From an optimization exercise on the open Yosys and OpenROAD flow, aimed at a short achievable clock period and few clock cycles; shortcuts taken in it are not production practice. Where RTL was checked, it was by simulation tests only, not by an equivalence proof against the original. Power is estimated from default activity; no workload was simulated.

==> 04-28 <==
==> flow/design.v (excerpt) <==
module npc(
    input  wire        clk,
    input  wire        rst,
    output wire [31:0] pc,
    input  wire [31:0] instr,
    output wire [31:0] dmem_addr,
    input  wire [31:0] dmem_rdata,
    output wire        dmem_we,
    output wire [1:0]  dmem_size,
    output wire [31:0] dmem_wdata
);
    localparam OP_LUI   = 7'b0110111;
    localparam OP_AUIPC = 7'b0010111;
    localparam OP_JAL   = 7'b1101111;
    localparam OP_JALR  = 7'b1100111;
    localparam OP_BR    = 7'b1100011;
    localparam OP_LD    = 7'b0000011;
    localparam OP_ST    = 7'b0100011;
    localparam OP_IMM   = 7'b0010011;
    localparam OP_OP    = 7'b0110011;
    localparam OP_SYS   = 7'b1110011;
    reg  [31:0] pc_f;
    reg  [7:0]  bt_v;
    reg  [26:0] bt_tag [0:7];
    reg  [31:0] bt_tgt [0:7];
    reg         bw_v;                 
    reg  [2:0]  bw_i;
    reg  [26:0] bw_tag;
    reg  [31:0] bw_tgt;
    reg         v_d, pb_d;
    reg  [31:0] ins_d, pc_d, pc4_d;
    reg         v_x;
    reg  [31:0] pc_x, a_x, b_x, s_x, dval_x, alt_x;
    reg  [4:0]  rd_x, zimm_x;
    reg  [2:0]  f3_x;
    reg         wen_x, ld_x, st_x, br_x, jalr_x, ecall_x, csrw_x, dv_x, pred_x;
    reg         sub_x;
  ...
export LEC_CHECK = 0
export ABC_CLOCK_PERIOD_IN_PS = 3000
export CAP_MARGIN = 20
export CORE_MARGIN = 2
export CORE_UTILIZATION = 40
export SLEW_MARGIN = 20
create_clock -name core_clock -period 11.0 [get_ports {clk}]
standard.sh (not shown) runs the stock make flow with config.mk's settings and CLKGATE_MAP_FILE= SYNTH_SCRIPT=/design/flow/synth_recipe.tcl, a recipe that flattens the netlist after the stock synthesis.
==> flow/flow/run.sh <==
#!/bin/bash
# Own layout flow: the standard synthesis unchanged, then the standard ORFS layout with
# a larger setup margin for repair_timing, so the resizer aims at a cycle much shorter than
# the 11 ns clock of the (unchanged) SDC. Each tool's output goes to a log file here.
set -euo pipefail
MARGIN=$(cat flow/margin.txt)
bash standard.sh synth > synth.log 2>&1
bash standard.sh SETUP_SLACK_MARGIN=$MARGIN finish > layout.log 2>&1
==> flow/flow/margin.txt <==
7.4
==> inputs of 08-08, as changes to 04-28 <==
--- a/flow/design.v
+++ b/flow/design.v
@@ -20,18 +20,14 @@
     localparam OP_OP    = 7'b0110011;
     localparam OP_SYS   = 7'b1110011;
     reg  [31:0] pc_f;
     reg  [7:0]  bt_v;
     reg  [26:0] bt_tag [0:7];
     reg  [31:0] bt_tgt [0:7];
-    reg         bw_v;                 
-    reg  [2:0]  bw_i;
-    reg  [26:0] bw_tag;
-    reg  [31:0] bw_tgt;
     reg         v_d, pb_d;
-    reg  [31:0] ins_d, pc_d, pc4_d;
+    reg  [31:0] ins_d, pc_d;
     reg         v_x;
     reg  [31:0] pc_x, a_x, b_x, s_x, dval_x, alt_x;
     reg  [4:0]  rd_x, zimm_x;
     reg  [2:0]  f3_x;
     reg         wen_x, ld_x, st_x, br_x, jalr_x, ecall_x, csrw_x, dv_x, pred_x;
     reg         sub_x;
@@ -69,15 +65,14 @@
     wire [31:0] imm_i = {{20{ins_d[31]}}, ins_d[31:20]};
     wire [31:0] imm_s = {{20{ins_d[31]}}, ins_d[31:25], ins_d[11:7]};
     wire [31:0] imm_b = {{19{ins_d[31]}}, ins_d[31], ins_d[7], ins_d[30:25], ins_d[11:8], 1'b0};
     wire [31:0] imm_u = {ins_d[31:12], 12'b0};
     wire [31:0] imm_j = {{11{ins_d[31]}}, ins_d[31], ins_d[19:12], ins_d[20], ins_d[30:21], 1'b0};
     wire [31:0] imm_d = is_st ? imm_s : imm_i;                  
-    wire [31:0] tgtb_d = pc_d + imm_b;
-    wire [31:0] tgtj_d = pc_d + imm_j;
-    wire [31:0] tgt_d = is_jal ? tgtj_d : tgtb_d;               
+    wire [31:0] tgt_d = pc_d + (is_jal ? imm_j : imm_b);        
+    wire [31:0] pc4_d = pc_d + 32'd4;
     wire [31:0] dval_d = is_lui ? imm_u : is_auipc ? (pc_d + imm_u) : pc4_d;
     wire wen_d  = (is_lui | is_auipc | is_jal | is_jalr | is_ld | is_imm | is_op | is_csr) && rd_d != 5'd0;
     wire use1_d = is_jalr | is_br | is_ld | is_st | is_imm | is_op | (is_csr & ~f3_d[2]);
     wire use2_d = is_br | is_st | is_op;
     wire useimm_d = is_ld | is_st | is_imm | is_jalr;
     wire [31:0] rf1 = (rs1_d == 5'd0) ? 32'd0 : (wen_w && rd_w == rs1_d) ? res_w : regs[rs1_d];
@@ -151,18 +146,17 @@
     assign dmem_addr  = ad_m;
     assign dmem_we    = we_m;
     assign dmem_size  = sz_m;
     assign dmem_wdata = wd_m;
     wire redir_d = v_d && dfix_d && !stall_d;
     wire go_d    = v_d && !stall_d && !redir_x;       
-    wire bt_wr   = redir_d && want_d && !jalr_ok;
+    wire bt_wr   = redir_d && !redir_x && want_d && !jalr_ok;
     always @(posedge clk or posedge rst) begin
         if (rst) begin
             pc_f    <= 32'h80000000;
             bt_v    <= 8'd0;
-            bw_v    <= 1'b0;
             v_d     <= 1'b0;
             v_x     <= 1'b0;
             wen_x   <= 1'b0;
             ld_x    <= 1'b0;
             st_x    <= 1'b0;
             br_x    <= 1'b0;
@@ -181,14 +175,13 @@
         end else begin
             if (redir_x)       pc_f <= xtgt;
             else if (stall_d)  pc_f <= pc_f;
             else if (redir_d)  pc_f <= dnext_d;
             else if (hit_f)    pc_f <= bt_tgt[bi_f];
             else               pc_f <= pc4_f;
-            bw_v <= bt_wr;
-            if (bw_v) bt_v[bw_i] <= 1'b1;
+            if (bt_wr) bt_v[pc_d[4:2]] <= 1'b1;
             if (redir_x || redir_d) v_d <= 1'b0;
             else if (!stall_d)      v_d <= 1'b1;
             v_x     <= go_d;
             wen_x   <= go_d && wen_d;
             ld_x    <= go_d && is_ld;
             st_x    <= go_d && is_st;
@@ -214,20 +207,16 @@
     end
     always @(posedge clk) begin
         if (!stall_d) begin
             ins_d <= instr;
             pc_d  <= pc_f;
             pb_d  <= hit_f;
-            pc4_d  <= pc4_f;
         end
-        bw_i   <= pc_d[4:2];
-        bw_tag <= pc_d[31:5];
-        bw_tgt <= dtgt_d;
-        if (bw_v) begin
-            bt_tag[bw_i] <= bw_tag;
-            bt_tgt[bw_i] <= bw_tgt;
+        if (bt_wr) begin
+            bt_tag[pc_d[4:2]] <= pc_d[31:5];
+            bt_tgt[pc_d[4:2]] <= dtgt_d;
         end
         pc_x   <= pc_d;
         a_x    <= op1;
         b_x    <= useimm_d ? imm_d : op2;
         s_x    <= op2;
         dval_x <= dval_d;
==> notes <==
Against 08-08, the via count of 04-28 is smaller by about 3%.
Against 08-08, the wire length of 04-28 is lower by about 3%.
In 08-08 the fmax is larger than in 04-28, by about 1.9%.
Of 08-08 and 04-28, 08-08 has the higher utilization (gap 2.4 points).
Between 08-08 and 04-28, the lower clock skew is in 04-28 (gap 0.015 ns).
Against 08-08, the cell count of 04-28 is lower by 1.2%.
Between 04-28 and 08-08, the lower critical path depth is in 08-08 (gap 1).
Of 08-08 and 04-28, 04-28 has the higher clock power (gap about 0.6%, measured against 04-28).
Between 08-08 and 04-28, the lower first-iteration DRC count is in 04-28 (gap 17%, measured against 04-28).
Of 04-28 and 08-08, 04-28 has the higher sequential power (gap about 8%, measured against 08-08).
==> figures <==
Non-clock buffer share of cell area: 04-28 0.06027; 08-08 0.09358
Syn Nets: 04-28 7,934; 08-08 7,869
Cell count of the worst reg-to-reg path: 04-28 18; 08-08 17
Post-placement worst setup slack: 04-28 4.674 ns; 08-08 4.437 ns
Capture point of the worst reg-to-reg path: 04-28 pc_f[21]; 08-08 bt_tgt[5][29]
Result of the run: 04-28 timing/DRC/antenna clean; 08-08 timing/DRC/antenna clean
Fraction of synthesized cell area in xor and xnor cells: 04-28 0.02484; 08-08 0.02737
Last weighted congestion value of the routability-driven placer: 04-28 1.003; 08-08 1.031
Multi-input gates: 04-28 4,777; 08-08 4,795
Max clock buf depth: 04-28 4; 08-08 3
Number of search-and-repair iterations in the first detailed-routing pass: 04-28 8; 08-08 9
Metal2 WL: 04-28 192,400 um; 08-08 194,700 um
Synth cell types: 04-28 96; 08-08 99
Crit share post-route: 04-28 0.4025; 08-08 0.3952
Number of antenna repair diodes: 04-28 11; 08-08 20
Post-synthesis average cell area: 04-28 13.68 um2; 08-08 13.61 um2
Post-CTS repair timing setup buffer count: 04-28 250; 08-08 412
DP Wirelength: 04-28 267,300 um; 08-08 258,000 um
Clock tree sinks: 04-28 2,151; 08-08 2,087
Worst-case hold slack: 04-28 0.3271 ns; 08-08 0.3282 ns
Worst-margin pin slew: 04-28 1.185 ns; 08-08 1.257 ns
Clock buffer count: 04-28 301; 08-08 272
Testbench counts of 04-28, summed over its fixed seeds: cycles 636,206.
No functional check of the RTL was part of 08-08.

==> re-timing with driven ports <==
The flow's constraints put no driver on any port. The routed layouts listed below were extracted and timed again, unchanged, in two steps. Step 1: set_driving_cell puts a clkbuf_16 on clk and a buf_2 on each other input, an assumption about the parent block. Step 2 adds t to the input delays and takes it off the output delays; t is the mean of the earliest and latest rising clock arrival at the registers after step 1. Input paths then give back, and output paths get back, about the clock's delay inside the block. Three values: ideal ports, drivers, drivers and shift; two values: the first two.
| run | t (ns) | setup WS [ns] | worst setup path after step 2 | clock arrival spread, ns | worst data-port slew with drivers (ns) |
|---|---|---|---|---|---|
| 04-28 | 0.972 | 6.572 / 6.572 / 6.464 | input to register | 0.116 / 0.115 | 0.23 |
| 08-08 | 0.979 | 6.653 / 6.653 / 6.123 | input to register | 0.122 / 0.122 | 0.14 |
After both steps every run listed still meets setup and hold. For 08-08, which loses most, drivers alone change the setup slack by 0.000 ns; drivers and shift together by -0.530 ns.
